This is an optimization exercise on Yosys and OpenROAD, whose aim is small area, not a production implementation. Only simulation tests tie the RTL to the original design; equivalence was not proved. The flow treats the clock pin as an ideal source, which a real chip does not have.

==> flow/design.v (excerpt) <==
module cordic_dds (clk, phase_i, sin_o, cos_o, err_o);
   input         clk;
   input  [15:0] phase_i;
   output [16:0] sin_o, cos_o, err_o;
   reg [1:0] q [0:14];
   always @(posedge clk) q[0] <= phase_i[15:14];
   genvar g;
   generate for (g = 1; g < 15; g = g + 1) begin : qp
      always @(posedge clk) q[g] <= q[g-1];
   end endgenerate
   reg [13:0] z0;
   always @(posedge clk) z0 <= phase_i[13:0];
   reg [13:0] u1; reg sd1;
   reg [12:0] u2; reg sd2;
   reg [11:0] u3; reg sd3;
   reg [10:0] u4; reg sd4;
   reg [9:0] u5; reg sd5;
   reg [8:0] u6; reg sd6;
   reg [7:0] u7; reg sd7;
   reg [6:0] u8; reg sd8;
   reg [5:0] u9; reg sd9;
   reg [4:0] u10; reg sd10;
   reg [3:0] u11; reg sd11;
   reg [2:0] u12; reg sd12;
   reg [2:0] u13; reg sd13;
   reg [1:0] u14; reg sd14;
   wire [14:0] v0 = {1'b0, z0} - 15'd8189;
   always @(posedge clk) begin u1 <= v0[13:0] ^ {14{v0[14]}}; sd1 <= v0[14] ^ q[0][0]; end
   wire [14:0] v1 = {1'd0, u1} - 15'd4834;
   always @(posedge clk) begin u2 <= v1[12:0] ^ {13{v1[14]}}; sd2 <= sd1 ^ v1[14]; end
   wire [13:0] v2 = {1'd0, u2} - 14'd2554;
   always @(posedge clk) begin u3 <= v2[11:0] ^ {12{v2[13]}}; sd3 <= sd2 ^ v2[13]; end
   wire [12:0] v3 = {1'd0, u3} - 13'd1296;
   always @(posedge clk) begin u4 <= v3[10:0] ^ {11{v3[12]}}; sd4 <= sd3 ^ v3[12]; end
   wire [11:0] v4 = {1'd0, u4} - 12'd650;
   always @(posedge clk) begin u5 <= v4[9:0] ^ {10{v4[11]}}; sd5 <= sd4 ^ v4[11]; end
   wire [10:0] v5 = {1'd0, u5} - 11'd325;
   always @(posedge clk) begin u6 <= v5[8:0] ^ {9{v5[10]}}; sd6 <= sd5 ^ v5[10]; end
   wire [9:0] v6 = {1'd0, u6} - 10'd162;
   always @(posedge clk) begin u7 <= v6[7:0] ^ {8{v6[9]}}; sd7 <= sd6 ^ v6[9]; end
   wire [8:0] v7 = {1'd0, u7} - 9'd81;
   always @(posedge clk) begin u8 <= v7[6:0] ^ {7{v7[8]}}; sd8 <= sd7 ^ v7[8]; end
   wire [7:0] v8 = {1'd0, u8} - 8'd40;
   always @(posedge clk) begin u9 <= v8[5:0] ^ {6{v8[7]}}; sd9 <= sd8 ^ v8[7]; end
   wire [6:0] v9 = {1'd0, u9} - 7'd20;
   always @(posedge clk) begin u10 <= v9[4:0] ^ {5{v9[6]}}; sd10 <= sd9 ^ v9[6]; end
   wire [5:0] v10 = {1'd0, u10} - 6'd10;
   always @(posedge clk) begin u11 <= v10[3:0] ^ {4{v10[5]}}; sd11 <= sd10 ^ v10[5]; end
   wire [4:0] v11 = {1'd0, u11} - 5'd5;
  ...
Size in the first run: about 2800 cells after synthesis, ~360 flip-flops, ~68 I/O pins, about 21000 µm² of cells after synthesis.
==> flow/config.mk <==
export PLATFORM = sky130hd
export DESIGN_NAME = cordic_dds
export DESIGN_NICKNAME = cordic_dds
export VERILOG_FILES = /design/flow/design.v
export SDC_FILE = /design/flow/constraint.sdc
export NUM_CORES = 4
export LEC_CHECK = 0
export ABC_AREA = 1
export ABC_CLOCK_PERIOD_IN_PS = 5000
export CAP_MARGIN = 20
export CORE_MARGIN = 2
export CORE_UTILIZATION = 40
export SLEW_MARGIN = 20
==> flow/constraint.sdc <==
create_clock -name core_clock -period 5.0 [get_ports {clk}]
set_input_delay 1.0000 -clock core_clock [delete_from_list [all_inputs] [get_ports {clk}]]
set_output_delay 1.0000 -clock core_clock [all_outputs]
set_load 0.01 [all_outputs]
standard.sh (not shown) runs the stock make flow with config.mk's settings and CLKGATE_MAP_FILE= SYNTH_SCRIPT=/design/flow/synth_recipe.tcl, a recipe that flattens the netlist after the stock synthesis.
==> flow/flow/run.sh <==
#!/bin/bash
# Own layout flow: the standard flow (standard synthesis unchanged), with
#  - the port buffers made from sky130_fd_sc_hd__buf_1 cells,
#  - clock tree options passed to clock_tree_synthesis,
#  - power recovery (cell down-sizing on paths with slack) after global routing.
# Each make run writes its full output to a log of its own in the work folder;
# ORFS's per-step logs are under orfs/logs/.
set -euo pipefail
cd "$(dirname "$0")/.."
source flow/knobs.sh
bash standard.sh finish \
  "BUFFER_PORTS_ARGS=$PORT_BUF_ARGS" \
  "CTS_ARGS=$CTS_ARGS" \
  "RECOVER_POWER=$RECOVER" > flow_standard.log 2>&1
==> flow/flow/knobs.sh <==
PORT_BUF_ARGS="-buffer_cell sky130_fd_sc_hd__buf_1"
CTS_ARGS="-sink_clustering_enable -repair_clock_nets -dont_use_dummy_load -buf_list sky130_fd_sc_hd__clkbuf_16 -sink_clustering_size 30 -sink_clustering_max_diameter 150"
RECOVER=0
The starting point completed without violations.
Change:
==> flow/flow/knobs.sh (replaced) <==
PORT_BUF_ARGS="-buffer_cell sky130_fd_sc_hd__buf_1"
CTS_ARGS="-sink_clustering_enable -repair_clock_nets -dont_use_dummy_load -buf_list sky130_fd_sc_hd__clkbuf_8 -root_buf sky130_fd_sc_hd__clkbuf_16 -sink_clustering_size 15 -sink_clustering_max_diameter 60"
RECOVER=0
Outcome: The changed run finished with timing, DRC and antenna clean; non-clock buffer count stays the same; routed wire length goes up by 0.73%; global-route usage goes up by 0.31 points; count of clock-buffer cells in the layout goes up by 21; cell area goes up by about 0.8%; clock skew goes up by 0.035 ns; sequential cell count does not change; register-to-register slack gains 0.05 ns.
Change:
==> flow/flow/knobs.sh (replaced) <==
PORT_BUF_ARGS="-buffer_cell sky130_fd_sc_hd__buf_1"
CTS_ARGS="-sink_clustering_enable -repair_clock_nets -dont_use_dummy_load -buf_list sky130_fd_sc_hd__clkbuf_16 -sink_clustering_size 25 -sink_clustering_max_diameter 120"
RECOVER=0
Settings changed: CAP_MARGIN 20 to 5, SLEW_MARGIN 20 to 5.
=> The changed run completed with no timing, DRC or antenna violations; final area decreases by about 0.34%; utilization went down by 0.15 points; final cell count decreases by about 0.5%; wire length drops by about 0.7%.

==> what the ideal ports hide <==
No port has a modelled driver above. Below, the same layouts with a new extraction and two added sets of constraints. Step 1 (the two cells are an assumption about what drives the block):
set clk [get_ports {clk}]
set_driving_cell -lib_cell sky130_fd_sc_hd__clkbuf_16 $clk
set_driving_cell -lib_cell sky130_fd_sc_hd__buf_2 [delete_from_list [all_inputs] $clk]
Step 2 moves the port delays by t, midway between the first and last clock arrival at a register: inputs arrive t later, outputs are due t later. That takes back most of the time a late clock gives input paths. a / b / c = ideal ports / drivers / drivers and shift; a / b = the first two.
run | shift t [ns] | setup slack, ns | worst setup path at the end | worst data-port slew with drivers (ns)
the first run | 0.567 | 0.405 / 0.405 / 0.405 | register to register | 0.04
the second run | 0.548 | 0.459 / 0.459 / 0.459 | register to register | 0.04
the third run | 0.563 | 0.407 / 0.407 / 0.407 | register to register | 0.04
After both steps setup and hold are still met in every run listed.
